Context: an optimization exercise on an open-source flow, tuned for small area. The choices shown serve that exercise and are no tape-out recipe.
Only simulation tests tie the RTL to the original design; equivalence was not proved.
Power is estimated from default activity; no workload was simulated.

pepper:
==> flow/design.v <==
module syncfifo_axis
    #(
    parameter DATA_WIDTH      = 32,
    parameter FIFO_DEPTH      = 8                
    )(
    input  logic                            s_aclk,
    input  logic                            s_aresetn,
    input  logic [DATA_WIDTH-1:0]           s_axis_tdata,
    input  logic                            s_axis_tvalid,
    output logic                            s_axis_tready,
    output logic [DATA_WIDTH-1:0]           m_axis_tdata,
    output logic                            m_axis_tvalid,
    input  logic                            m_axis_tready
    );
    localparam int ADDR_WIDTH   = $clog2(FIFO_DEPTH);
    logic [ADDR_WIDTH-1:0] cnt;
    logic write, read, pending;
    logic [DATA_WIDTH-1:0] bram [FIFO_DEPTH];
    assign pending       = (cnt != '0);
    assign s_axis_tready = (cnt != '1);
    assign write = s_axis_tvalid & s_axis_tready;
    assign read  = pending & (~m_axis_tvalid | m_axis_tready);
    logic [3:0] sel_lo, sel_hi;
    always_comb begin
        for (int i = 0; i < 4; i++) begin
            sel_lo[i] = (cnt[1:0] == i);
            sel_hi[i] = (cnt[ADDR_WIDTH-1:2] == i);
        end
        m_axis_tdata = '0;
        for (int i = 0; i < FIFO_DEPTH; i++)
            m_axis_tdata = m_axis_tdata | (bram[i] & {DATA_WIDTH{sel_lo[i % 4] & sel_hi[i / 4]}});
    end
    always_ff @(posedge s_aclk)
        if (write) begin
            bram[0] <= s_axis_tdata;
            for (int i = 1; i < FIFO_DEPTH; i++)
                bram[i] <= bram[i-1];
        end
    always_ff @(posedge s_aclk) begin
        if (~s_aresetn) begin
            m_axis_tvalid   <= '0;
            cnt             <= '0;
        end else begin
            if (write && !read)
                cnt         <= cnt + 1'b1;
            else if (read && !write)
                cnt         <= cnt - 1'b1;
            m_axis_tvalid   <= pending | (m_axis_tvalid & ~m_axis_tready);
        end
    end
endmodule
module uart #(
    parameter SYS_CLK     = 100,       
    parameter BAUDRATE    = 115200,    
    parameter FIFO_DEPTH  = 16,        
    parameter DBITS       = 8,         
    parameter PARITY    = "Odd",       
    parameter N_STOP_BITS = 1          
)(
    input   logic                               clk,
    input   logic                               rst_n,
    input   logic                               rx,
    output  logic                               tx,
    output  logic [DBITS-1:0]                   rx_axis_tdata,
    output  logic                               rx_axis_tvalid,
    input   logic                               rx_axis_tready,
    input   logic [DBITS-1:0]                   tx_axis_tdata,
    input   logic                               tx_axis_tvalid,
    output  logic                               tx_axis_tready,
    output  logic                               irq,
    output  logic [DBITS-1:0]                   debug_rx
);
    localparam int BAUDRATE_SCALE_VALUE = (SYS_CLK * 1000000 + BAUDRATE - 1) / BAUDRATE;
    localparam int SW = $clog2(BAUDRATE_SCALE_VALUE);
    localparam logic [SW-1:0] BAUD_MASK  = 10'b1010101010;
    localparam logic [SW-1:0] BAUD_FIRST = BAUD_MASK;
    localparam logic [SW-1:0] BAUD_LAST  = 10'b0110011001 ^ BAUD_MASK;
    function automatic logic [2:0] ph_next(input logic [2:0] ph);
        ph_next = {ph[1:0], ph[2] ^ (ph[1] | ~ph[0])};
    endfunction
    localparam logic [4:0] RUN_MASK  = 5'b01010;
    localparam logic [4:0] RUN_LAST  = 5'b10000 ^ RUN_MASK;
    logic [4:0] rx_run;
    logic       rx_low;
    always_ff @(posedge clk) begin
        if (rx)
            rx_run <= RUN_MASK;
        else
            rx_run <= {~rx_run[3:0], rx_run[4] ^ rx_run[2] ^ (rx_run[3:0] == 4'b1010)};
        rx_low <= ~rx & (rx_low | (rx_run == RUN_LAST));
    end
    logic [SW-1:0] rx_baud;
    logic [2:0]    rx_ph;
    logic          rx_dat;
    logic [DBITS-1:0] rx_shift_rg;
    logic rx_start, rx_end, rx_idle, rx_wr, rx_fifo_ready;
    assign rx_start = (rx_baud == BAUD_FIRST);
    assign rx_end   = (rx_baud == BAUD_LAST);
    assign rx_idle  = !rx_dat && (rx_ph == 3'b000);
    always_ff @(posedge clk)
        if (!rst_n || rx_end || (rx_idle && rx_low))
            rx_baud <= BAUD_FIRST;
        else
            rx_baud <= {~rx_baud[SW-2:0], rx_baud[9] ^ rx_baud[6]};
    always_ff @(posedge clk)
        if (!rst_n || rx_wr) begin
            rx_dat <= 1'b0;
            rx_ph  <= 3'b000;
        end else if (rx_start && (!rx_idle || rx_low)) begin
            rx_dat <= rx_dat ^ (rx_ph == 3'b001);
            rx_ph  <= ph_next(rx_ph);
        end
    always_ff @(posedge clk)
        if (rx_start && rx_dat)
            rx_shift_rg <= {~rx_low, rx_shift_rg[DBITS-1:1]};
    assign rx_wr = rx_start & !rx_dat & (rx_ph == 3'b101);
    syncfifo_axis #(.DATA_WIDTH(DBITS), .FIFO_DEPTH(FIFO_DEPTH))
        rx_fifo (.s_aclk(clk),           .s_aresetn(rst_n),
                 .s_axis_tdata(rx_shift_rg),   .s_axis_tvalid(rx_wr),          .s_axis_tready(rx_fifo_ready),
                 .m_axis_tdata(rx_axis_tdata), .m_axis_tvalid(rx_axis_tvalid), .m_axis_tready(rx_axis_tready));
    assign debug_rx = rx_shift_rg;
    logic [SW-1:0] tx_baud;
    logic [2:0]    tx_ph;
    logic          tx_dat, tx_bit;
    logic [DBITS-1:0] tx_byte, tx_fifo_tdata;
    logic tx_fifo_tvalid, tx_fifo_tready, tx_par;
    logic tx_start, tx_end, tx_idle, tx_hs;
    assign tx_start       = (tx_baud == BAUD_FIRST);
    assign tx_end         = (tx_baud == BAUD_LAST);
    assign tx_idle        = !tx_dat && (tx_ph[2:1] == 2'b00);
    assign tx_fifo_tready = !tx_dat && (tx_ph == 3'b001);
    assign tx_hs          = tx_fifo_tready & tx_fifo_tvalid;
    always_ff @(posedge clk)
        if (tx_end || tx_idle)
            tx_baud <= BAUD_FIRST;
        else
            tx_baud <= {~tx_baud[SW-2:0], tx_baud[9] ^ tx_baud[6]};
    always_ff @(posedge clk)
        if (!rst_n || irq) begin
            tx_dat <= 1'b0;
            tx_ph  <= 3'b000;
        end else if (tx_idle ? (!tx_ph[0] || tx_fifo_tvalid) : tx_start) begin
            tx_dat <= tx_dat ^ (tx_ph == 3'b101);
            tx_ph  <= ph_next(tx_ph);
        end
    always_ff @(posedge clk)
        if (tx_fifo_tready)
            tx_byte <= {tx_fifo_tdata[1], tx_fifo_tdata[2], tx_fifo_tdata[7], tx_fifo_tdata[3],
                        tx_fifo_tdata[0], tx_fifo_tdata[6], tx_fifo_tdata[5], tx_fifo_tdata[4]};
    assign tx_bit = tx_byte[tx_ph];
    always_ff @(posedge clk)
        if (tx_idle)
            tx_par <= 1'b1;
        else if (tx_start && tx_dat)
            tx_par <= tx_par ^ tx_bit;
    always_comb
        if (tx_dat)                 tx = tx_bit;
        else if (tx_ph == 3'b011)   tx = tx_par;
        else                        tx = (tx_ph != 3'b101);
    assign irq = tx_start & !tx_dat & (tx_ph == 3'b111);
    syncfifo_axis #(.DATA_WIDTH(DBITS), .FIFO_DEPTH(FIFO_DEPTH))
        tx_fifo (.s_aclk(clk),      .s_aresetn(rst_n),
                 .s_axis_tdata(tx_axis_tdata), .s_axis_tvalid(tx_axis_tvalid), .s_axis_tready(tx_axis_tready),
                 .m_axis_tdata(tx_fifo_tdata), .m_axis_tvalid(tx_fifo_tvalid), .m_axis_tready(tx_fifo_tready));
endmodule
export LEC_CHECK = 0
export CAP_MARGIN = 20
export CORE_MARGIN = 2
export CORE_UTILIZATION = 75
export CTS_BUF_LIST = sky130_fd_sc_hd__clkbuf_8
export CTS_CLUSTER_DIAMETER = 50
export CTS_CLUSTER_SIZE = 18
export SLEW_MARGIN = 20
create_clock -name core_clock -period 10.0 [get_ports {clk}]
standard.sh (not shown) runs the stock make flow with config.mk's settings and CLKGATE_MAP_FILE= SYNTH_SCRIPT=/design/flow/synth_recipe.tcl, a recipe that flattens the netlist after the stock synthesis.
==> flow/flow/run.sh <==
#!/bin/bash
# The standard layout (standard.sh) with these changes:
#  - synthesis maps the combinational logic with an area-oriented abc script
#    (flow/my_synth.tcl, flow/area.abc); registers are as in the standard synthesis;
#  - the clock tree is built without dummy loads;
#  - the port buffers use the smallest buffer cell.
# make's output is in standard.log; each step's log is under orfs/logs.
set -e
export MY_ABC_SCRIPT=$PWD/flow/area.abc
export CTS_ARGS="-sink_clustering_enable -repair_clock_nets -dont_use_dummy_load -sink_clustering_size 20 -sink_clustering_max_diameter 60 -buf_list sky130_fd_sc_hd__clkbuf_8"
export BUFFER_PORTS_ARGS="-buffer_cell sky130_fd_sc_hd__buf_1"
sed "s#SYNTH_SCRIPT=[^ ]*#SYNTH_SCRIPT=$PWD/flow/my_synth.tcl#" standard.sh > my_standard.sh
grep -q "SYNTH_SCRIPT=$PWD/flow/my_synth.tcl" my_standard.sh
bash my_standard.sh > standard.log 2>&1
==> flow/flow/area.abc <==
strash
dch
amap -F 20 -A 20
strash
dch
amap -F 20 -A 20
topo
==> flow/flow/my_synth.tcl <==
# synth_recipe.tcl (the standard synthesis) with one change: yosys's abc pass,
# which maps the combinational logic, runs the area-oriented script area.abc.
# Registers are mapped before abc, so they are the standard synthesis's.
proc synth {args} { yosys synth -nofsm -noshare {*}$args }
proc abc {args} {
  set i [lsearch -exact $args -script]
  if {$i >= 0} { lset args [expr {$i + 1}] $::env(MY_ABC_SCRIPT) }
  yosys abc {*}$args
}
source $::env(SCRIPTS_DIR)/synth.tcl
# left out here: clear keep_hierarchy, flatten, clean up, hide names made inside functions, write 1_2_yosys.v
Input-level comparison between umber and pepper:
--- a/flow/design.v
+++ b/flow/design.v
@@ -14,17 +14,20 @@
     );
     localparam int ADDR_WIDTH   = $clog2(FIFO_DEPTH);
     logic [ADDR_WIDTH-1:0] cnt;
+    logic [1:0] cnt_lo, cnt_hi;
     logic write, read, pending;
+    assign cnt_lo = cnt[1:0];
+    assign cnt_hi = cnt[3:2];
     logic [DATA_WIDTH-1:0] bram [FIFO_DEPTH];
-    assign pending       = (cnt != '0);
-    assign s_axis_tready = (cnt != '1);
+    assign pending       = (cnt != 4'b0000);       
+    assign s_axis_tready = (cnt != 4'b1010);       
     assign write = s_axis_tvalid & s_axis_tready;
     assign read  = pending & (~m_axis_tvalid | m_axis_tready);
     logic [3:0] sel_lo, sel_hi;
     always_comb begin
         for (int i = 0; i < 4; i++) begin
-            sel_lo[i] = (cnt[1:0] == i);
-            sel_hi[i] = (cnt[ADDR_WIDTH-1:2] == i);
+            sel_lo[i] = (cnt_lo == (i ^ (i >> 1)));
+            sel_hi[i] = (cnt_hi == (i ^ (i >> 1)));
         end
         m_axis_tdata = '0;
         for (int i = 0; i < FIFO_DEPTH; i++)
@@ -41,10 +44,15 @@
             m_axis_tvalid   <= '0;
             cnt             <= '0;
         end else begin
-            if (write && !read)
-                cnt         <= cnt + 1'b1;
-            else if (read && !write)
-                cnt         <= cnt - 1'b1;
+            if (write && !read) begin
+                cnt[1:0]    <= {cnt_lo[0], ~cnt_lo[1]};
+                if (cnt_lo == 2'b10)
+                    cnt[3:2] <= {cnt_hi[0], ~cnt_hi[1]};
+            end else if (read && !write) begin
+                cnt[1:0]    <= {~cnt_lo[0], cnt_lo[1]};
+                if (cnt_lo == 2'b00)
+                    cnt[3:2] <= {~cnt_hi[0], cnt_hi[1]};
+            end
             m_axis_tvalid   <= pending | (m_axis_tvalid & ~m_axis_tready);
         end
     end
Notes after the runs:
- umber vs. pepper: net switching power went down; layout overhead on the synthesized area held.
- Of umber and pepper, pepper shows the higher complex-gate fraction of the synthesized area, with umber below it.
- [compare] base=pepper new=umber: count of unique library cells instantiated by Yosys decreased 5.9%; largest fanout of any net on the critical path climbed 1.
- Delta(weighted congestion at the end of routability-driven global placement, umber - pepper) > 0
- ~same number of standard cells in the final layout excluding fillers in umber and pepper
- Between umber and pepper, it is umber whose first-pass GRT wire length is higher, by 0.68%.
- Post-layout instance area shrinks slightly when moving from pepper to umber.
- What umber reported for detailed-routed wire length on met3 has to be multiplied by 0.79 to get the figure for pepper.
- umber improves on pepper in summed instance area of the synthesized netlist.
- pepper fits on a die that is larger than the die of umber.
- For first-iteration DRC count, dividing the value from pepper by the value from umber gives 0.879.
- Power (umber over pepper): increase, about 0.7%

[afterwards: timing with drivers on the ports]
The flow's constraints put no driver on any port. The routed layouts listed below were extracted and timed again, unchanged, in two steps.
Step 1 assumes that a clkbuf_16 drives the clock port and a buf_2 every other input.
Step 2 also shifts input and output timing later by t, the mid clock arrival at the registers, as if the neighbouring blocks saw the same clock.
Three values: no drivers, after step 1, after step 2; two values: the first two.
| run | shift t [ns] | setup slack, ns | latest minus earliest clock arrival (ns) |
|---|---|---|---|
| pepper | 0.569 | 4.990 / 4.952 / 5.380 | 0.037 / 0.037 |
| umber | 0.553 | 4.899 / 4.861 / 5.414 | 0.026 / 0.026 |
After both steps every run listed still meets setup and hold.
